What follows belongs to an exercise in optimizing a design on an open flow for small area, a short achievable clock period and few clock cycles; a production flow would make more cautious choices. Only simulation tests tie the RTL to the original design; equivalence was not proved. Power and IR drop assume default switching activity.

==> flow/design.v <==
`timescale 1ns/10ps
module  SOBEL(clk,reset,busy,ready,iaddr,idata,cdata_rd,cdata_wr,caddr_rd,caddr_wr,cwr,crd,csel	);
	input					clk;
	input					reset;
	output  				busy;	
	input					ready;	
	output 		[16:0]  	iaddr;
	input  		[7:0]		idata;	
	input		[7:0]		cdata_rd;
	output		 [7:0]		cdata_wr;
	output 		[15:0]		caddr_rd;
	output 	 	[15:0]		caddr_wr;
	output	reg 			cwr,crd;
	output 	reg [1:0]		csel;
parameter   idle 			= 3'b000,
            State_Kernel1   = 3'b001,
            State_Kernel2   = 3'b010,
            State_Kernel3   = 3'b011,
            State_SobelX   	= 3'b100,
            State_SobelY   	= 3'b101,
            state_comb   	= 3'b110,
            state_fin  		= 3'b111;
parameter	Val1			= 2'b01,
			Val2			= 2'b10,
			Val3			= 2'b11;
parameter	K1				= 10'hff,
			K2				= 8'hff,
			K3				= 17'h204,
			K4				= 17'h206,
			K5				= 17'h102,
			K6				= 17'h100,
			K7				= 17'h104;
reg 			check;
reg 			State_Kernel1_st;
reg 			State_Kernel1_done;
reg 			State_Kernel2_st;
reg 			State_Kernel2_done;
reg 			State_Kernel3_st;
reg 			State_Kernel3_done;
reg 			State_SobelX_en;
reg 			State_SobelY_en;
reg 			state_comb_en;
reg 			count_inp;
reg 			shift;
wire 			test;
reg 			total_count;
reg 	[2:0] 	state, next_state;
reg 	[16:0]	row1_fir;
reg 	[16:0]	row2_fir;
reg 	[16:0]	row3_fir;
reg 	[7:0] 	store_data[0:8];
reg 	[16:0]	count;
reg 	[16:0]	count_add;
reg 	[16:0]	row1;
reg 	[16:0]	row2;
reg 	[16:0]	row3;
wire 	[1:0]	val;
reg 	[16:0] 	total_cnt;
reg 	[7:0]	sobelX_fun;
reg 	[7:0]	sobelY_fun;
reg 	[10:0]	sobelX;
reg 	[10:0]	sobelY;
wire 	[10:0]	Result_sobelX;
wire 	[10:0]	Result_sobelY;
wire 	[8:0]	sobel_Comb;
reg 	[10:0]	sobelX_reg;
reg 	[10:0]	sobelY_reg;
reg 	[8:0]	sobel_Comb_reg;
integer i;
assign 	caddr_wr 	= count;
assign 	sobel_Comb 	= sobelX_fun + sobelY_fun;
assign 	iaddr 		= (State_Kernel1_st)?row1:(State_Kernel2_st)?row2:(State_Kernel3_st)?row3:17'b0;
assign 	cdata_wr 	= (State_SobelY_en)?(sobelX_reg[10]==1'b1)?8'b0:(sobelX_reg[9:0]>K1)?K2:sobelX_reg[7:0]:(state_comb_en)?(sobelY_reg[10]==1'b1)?8'b0:(sobelY_reg[9:0]>K1)?K2:sobelY_reg[7:0]:(count_inp)?(sobel_Comb_reg[8:1] + sobel_Comb_reg[0]):8'b0;
assign	val = (State_SobelY_en)?(sobelX_reg[10]==1'b1)?2'b01:(sobelX_reg[9:0]>K1)?2'b10:2'b11:(state_comb_en)?(sobelY_reg[10]==1'b1)?2'b01:(sobelY_reg[9:0]>K1)?2'b10:2'b11:2'b00;
assign 	Result_sobelX = sobelX;
assign 	Result_sobelY = sobelY;
reg			busy_r;
assign 	busy = ready | (busy_r & (count != 17'h10000));
assign 	caddr_rd = 16'b0;
always @(posedge clk or posedge reset)begin
    if(reset)
        busy_r <= 1'b0;
    else
        busy_r <= busy;
end
assign test		= (total_cnt == count_add || total_cnt == count_add + 1'b1)?1'b1:1'b0;
always @(posedge clk or posedge reset)begin
    if(reset)begin
		sobelX_reg 		<= 11'b0;
        sobelY_reg 		<= 11'b0;
        sobel_Comb_reg 	<= 9'b0;
		count 			<= 17'b0;
		state 			<= idle;
    end
    else begin
		sobelX_reg 		<= Result_sobelX;
        sobelY_reg 		<= Result_sobelY;
        sobel_Comb_reg 	<= sobel_Comb;
		state 			<= next_state;
		if(total_count&&~test)begin
            count 		<= count + 1'b1;
        end
    end
end
always @(*) begin
    next_state <= state;
    case(state)
        idle: next_state <= State_Kernel1;
        State_Kernel1:next_state <= State_Kernel1_done ? State_Kernel2 : State_Kernel1;
        State_Kernel2:next_state <= State_Kernel2_done ? State_Kernel3 : State_Kernel2;
        State_Kernel3:next_state <= State_Kernel3_done ? State_SobelX : State_Kernel3;
        State_SobelX: next_state <= State_SobelY;
        State_SobelY:next_state	<= state_comb;
        state_comb:next_state 	<= state_fin;
        state_fin:next_state 	<= (count != 17'h10000)?(check == 1'b1)?State_Kernel1:state_fin:idle;
    endcase
end
always @(*) begin
    cwr <= 1'b0;
    crd <= 1'b0;
    State_Kernel1_st 	<= 1'b0;
    State_Kernel1_done 	<= 1'b0;
    State_Kernel2_st 	<= 1'b0;
    State_Kernel2_done 	<= 1'b0;
    State_Kernel3_st 	<= 1'b0;
    State_Kernel3_done 	<= 1'b0;
    State_SobelX_en 	<= 1'b0;
    State_SobelY_en 	<= 1'b0;
    state_comb_en 		<= 1'b0;
    shift 				<= 1'b0;
    csel 				<= 2'b0;
    total_count 		<= 1'b0;
    count_inp 			<= 1'b0;
	sobelX 		<= store_data[0] - store_data[2] + (store_data[3]<<1) - (store_data[5]<<1) + store_data[6] - store_data[8]; 
    sobelY 		<= store_data[0] + (store_data[1]<<1) + store_data[2] - store_data[6] - (store_data[7]<<1) - store_data[8];
    case(state)
        idle:begin
        end
        State_Kernel1:begin 
            State_Kernel1_st 	<= 1'b1;  
			shift 	<= 1'b1;
			State_Kernel1_done 	<= (row1 == row1_fir)? 1'b1: 1'b0;
        end
        State_Kernel2:begin
            State_Kernel2_st 	<= 1'b1;
			shift 	<= 1'b1;
			State_Kernel2_done 	<= (row2 == row2_fir)? 1'b1: 1'b0;
        end
        State_Kernel3:begin
            State_Kernel3_st 	<= 1'b1;
			shift 	<= 1'b1;
			State_Kernel3_done 	<= (row3 == row3_fir)? 1'b1: 1'b0;
        end
        State_SobelX:begin
            State_SobelX_en 	<= 1'b1;
			cwr	 	<= (test)?1'b0: 1'b1;
        end
        State_SobelY:begin
            State_SobelY_en 	<= 1'b1;
			csel 	<= 2'b01;
			cwr 	<= (test)?1'b0: 1'b1;
        end
        state_comb:begin
            state_comb_en		 <= 1'b1;
			csel 	<= 2'b10;
			cwr 	<= (test)?1'b0: 1'b1;
        end
        state_fin:begin
            count_inp 	<= 1'b1;
			cwr 		<= (test)? 1'b0: 1'b1;
			total_count <= (check==1'b1) ?1'b1: 1'b0;
            csel 		<= 2'b11;
        end
    endcase
end
always @(posedge clk or posedge reset)begin
    if(reset)begin
		row1 		<= 17'b0;
		row1_fir 	<= 17'd2;
		row2_fir 	<= K7; 
		count_add 	<= K6;
		check 		<= 1'b0;
		total_cnt 	<= 17'b0;
        row2 		<= K5;
		row3_fir 	<= K4;
		row3 		<= K3;
		sobelX_fun 	<= 8'b0;
        sobelY_fun 	<= 8'b0;
		for(i = 0; i<9 ;i = i+1 )begin
            store_data[i] <= 12'b0;
        end
    end
    else begin
		check 		<= ~check;
		total_cnt 	<=(total_count)?total_cnt + 1'b1: total_cnt;
		row1_fir 	<= (State_Kernel1_st)?(row1 == row1_fir)?row1_fir + 1'b1:row1_fir:row1_fir;
		row2_fir 	<= (State_Kernel2_st)?(row2 == row2_fir )?row2_fir + 1'b1:row2_fir:row2_fir;
		count_add 	<= (total_count)?(test)?(total_cnt == count_add + 1'b1)?count_add+ K5:count_add:count_add:count_add;
		row1 		<= (State_Kernel1_st)?(row1 < row1_fir)?row1 + 1'b1:row1: row1_fir - 2'd2;
		row3 		<= (State_Kernel3_st)?(row3<row3_fir)?row3 + 1'b1:row3: row3_fir - 2'd2;
		row2 		<= (State_Kernel2_st)?(row2 < row2_fir)?row2 + 1'b1:row2: row2;
		row3_fir 	<= (State_Kernel3_st)?(row3 == row3_fir)?row3_fir + 1'b1:row3_fir: row3_fir;
		if(state_comb_en) begin
        case(val)
            Val1:sobelY_fun <= 8'b0;
            Val2:sobelY_fun <= K2; 
            Val3:sobelY_fun <= sobelY[7:0];
		endcase
		end
		if(State_SobelY_en) begin
		case(val)
			Val1: sobelX_fun <= 8'b0;
			Val2: sobelX_fun <= K2;
			Val3: sobelX_fun <= sobelX[7:0];
			endcase
		end
		if(shift)begin
            store_data[8] <= idata;
            for(i=0; i<8; i=i+1)begin
                store_data[i] <= store_data[i+1];
            end
        end
        else begin
            row2 	<= row2_fir - 2'd2;
        end
    end
end
endmodule
==> flow/run.sh <==
#!/bin/bash
# synth_recipe.tcl (not shown) runs the flow's synth.tcl, then flattens the netlist and writes it again
# the make line also repeats each setting of config.mk as NAME=value (left out here)
make -C /OpenROAD-flow-scripts/flow DESIGN_CONFIG=/design/flow/config.mk WORK_HOME=/design/flow/orfs CLKGATE_MAP_FILE= SYNTH_SCRIPT=/design/flow/synth_recipe.tcl finish
==> flow/config.mk <==
export PLATFORM = sky130hd
export DESIGN_NAME = SOBEL
export DESIGN_NICKNAME = SOBEL
export VERILOG_FILES = /design/flow/design.v
export SDC_FILE = /design/flow/constraint.sdc
export NUM_CORES = 4
export LEC_CHECK = 0
export CAP_MARGIN = 20
export CORE_MARGIN = 2
export CORE_UTILIZATION = 40
export PLACE_DENSITY = 0.6
export SLEW_MARGIN = 20
==> flow/constraint.sdc <==
create_clock -name core_clock -period 5.0 [get_ports {clk}]
set_input_delay 1.0000 -clock core_clock [delete_from_list [all_inputs] [get_ports {clk}]]
set_output_delay 1.0000 -clock core_clock [all_outputs]
set_load 0.01 [all_outputs]
==> results.cfg <==
[cts]
cts_buffer_depth = 3
cts_buffers = 34
cts_resized = 0
htreeDepth = 2
hold_buffers = 0
cts_root_buffer = clkbuf_16
clkTransAtPathRegs_ns = 0.06
cts.sinks = 276
post_cts_buffers = 0
cts_tree = done
insertion_delay_ns = 0.54

[global_routing]
grt_pass1_vias = 12600
grt_max_degree = 87
overflow = 0
grt_pass1_wl_um = 63300
antenna_found_initial = 1
grt_use_total = 0.173

[timing]
tightest_slew_ns = 1.08
rsz0062_at_grt = false
maxSlewViolCount = 0
relSlewSlack = 0.278
fin_worst_skew_ns = 0.0145
finalSetupTns_ns = 0
worst_slack_ns = 0.628
hold_ws_ns = 0.432
fmax_ghz = 0.229
timing_hold_violations_final = 0
final.min_clock_period_ns = 4.37
setup_viol = 0
fin_crit_sh = 0.874

[finish]
drive_above_1_share = 0.0592
top_register = store_data
nets = 2106
diodes = 0
largest_register_ffs = 72
synthToLayoutAreaGrowth_pct = 12.4
nFillCells = 4099
fin_util = 0.455

[logic_synthesis]
ys.flop_type = dfrtp_1
synth_edf_count = 0
synthCells = 1893
avgSynthCellArea_sq_um = 9.21
synth-seq-cells = 276
netlist_area_sq_um = 17400
ys_seq_area_frac = 0.397
synth_cell_types = 65
ys_warn_count = 2
async_flop_share = 1.00

[floorplan]
die_w_um = 213
coreArea_sq_um = 43100
core.rowCount = 76
dieHeight_um = 213
start_util = 0.405
die_area_sq_um = 45300
io_pins = 81

[setup_path]
crit_fanout = 30
rr_worst_depth = 15
endpoint = cdata_wr[1]
rr_endpoint = sobelX_reg[10]
worstSetupEndpointType = output port
arrival_ns = 3.37
timing.rr.start = store_data[3][1]
reg2reg_slack_ns = 0.94
crit_path_start_kind = register
worstSetupPathType = register to output port
worstSetupStartpoint = state[0]
required_ns = 4.00

[pwr]
clock_power_share = 0.408
powerDensity_nw_per_um2 = 314
vdd_ir_drop_max_uv = 291
p_leak_nw = 8.96
swShare = 0.281
total_power_mw = 6.15
p_seq_frac = 0.395
p_comb_frac = 0.196
power.internal_mw = 4.42
p_sw_mw = 1.73

[place]
place_ws_ns = 0.936
dp_hpwl_um = 28100
routabilityCongestion = 0.831
io_buffer_count = 55

[drt]
via_per_inst = 4.99
first_pass_iters = 5
remaining_drc_errors = 0
wirelength_um = 37600
postRouteAntennaNets = 0
vias = 12600
wl_per_cell_um = 14.9
drt-initial-drc-count = 734

[outcome]
status = complete, no violations

[flow_run]
cap_viol_max_count = 0

[min_path]
hold_class = register to register
## placed cells by master (no fill, tap or decap), types with 9 or more instances in the layout
master           count
mux2_2              14
nor4_1              21
clkbuf_16           37
dfrtp_1            265
conb_1              17
fa_1                56
o31ai_1             14
dfstp_2             11
a21o_1               9
o211ai_1             9
a22oi_1             17
inv_1              200
nor2_1             156
o21ai_0            112
nand3_1             64
nand4_1             56
clkdlybuf4s50_1     55
xnor2_1            154
and3_1              25
nand2_1            209
nor3_1              53
ha_1               113
xor2_1              64
clkbuf_8            11
a21oi_1             78
## cells in the mapped netlist, drive strengths merged (56+ instances only)
cell   number  area (sq um)
a21oi      78           390
dfrtp     265          6630
fa         56          1120
ha        113          1410
inv       202           758
nand2     209           785
nand3      66           340
nand4      58           375
nor2      161           624
o21ai     114           571
xnor2     154          1350
xor2       64           561
## routing by layer
metal	global-route usage	part of all wire	vias up
li1	-	-	6320
met1	0.241	0.49	6063
met2	0.278	0.46	168
met3	0.0278	0.033	50
met4	0.0480	0.020	0
met5	0	0	-
## through the flow
step                      std cells  instance area, sq um
after global routing           2527                 19600
after detailed placement       2466                 18400
after CTS                      2526                 19600
after global placement         2466                 18400
after floorplan                1909                 17500
final                          2527                 19600
## logic make-up after synthesis
group,Yosys count,synth area share
buf+inv,295,0.0715
fa+ha+maj,169,0.145
xor+xnor,218,0.110
simple gates,643,0.174
flops,276,0.397
other cells,1,0.000215
compound gates,276,0.0923
mux,15,0.00962
## area by class of cell
class                      count  area (sq um)  area share
multi-input combinational   1338          9330       0.476
timing repair buffer          65           688      0.0351
sequential                   276          6920       0.353
tap                          585           732      0.0373
inverter                     203           766      0.0391
clock buffer                  54          1100      0.0561
clock inverter                 6          60.1     0.00306
## power groups by stage
stage	sequential, mW	combinational, mW	clock (mW)
global route	2.44	1.40	2.68
global placement	2.47	1.20	0
finish	2.43	1.21	2.51
floorplan	2.44	0.966	0
CTS	2.43	1.23	2.60
detailed placement	2.47	1.22	0
## worst max-delay path, stage by stage, from the launching register on
cell             delay [ns]
dfrtp_1                0.35
buf_4                  0.24
inv_2                  0.20
nand3_1                0.46
nor2_1                 0.59
o21ai_0                0.20
nand3_1                0.20
clkdlybuf4s50_1        0.59
## worst min path at each step
stage	startpoint	to	depth (start not counted)
global placement	check	check	1
finish	check	check	1
global route	check	check	1
floorplan	check	check	1
detailed placement	check	check	1
CTS	check	check	1
Testbench counts, summed over its fixed seeds: cycles 11,095,728.

## port drivers added, routing unchanged
In the flow no input, the clock included, has a driving cell. The finished layout below was timed again as built, in two steps. Step 1: set_driving_cell puts a clkbuf_16 on clk and a buf_2 on each other input, an assumption about the parent block. Step 2 moves the port delays by t, midway between the first and last clock arrival at a register: inputs arrive t later, outputs are due t later. That takes back most of the time a late clock gives input paths. Slacks: ideal ports / drivers / drivers and shift; pairs: ideal ports / drivers.
t, ns: 0.581
setup slack, ns: 0.628 / 0.576 / 0.937
latest minus earliest clock arrival (ns): 0.015 / 0.014
slew at the worst register clock pin (ns): 0.06 / 0.06
After both steps this run still meets setup and hold. For this run, drivers alone change the setup slack by -0.052 ns; drivers and shift together by +0.309 ns.
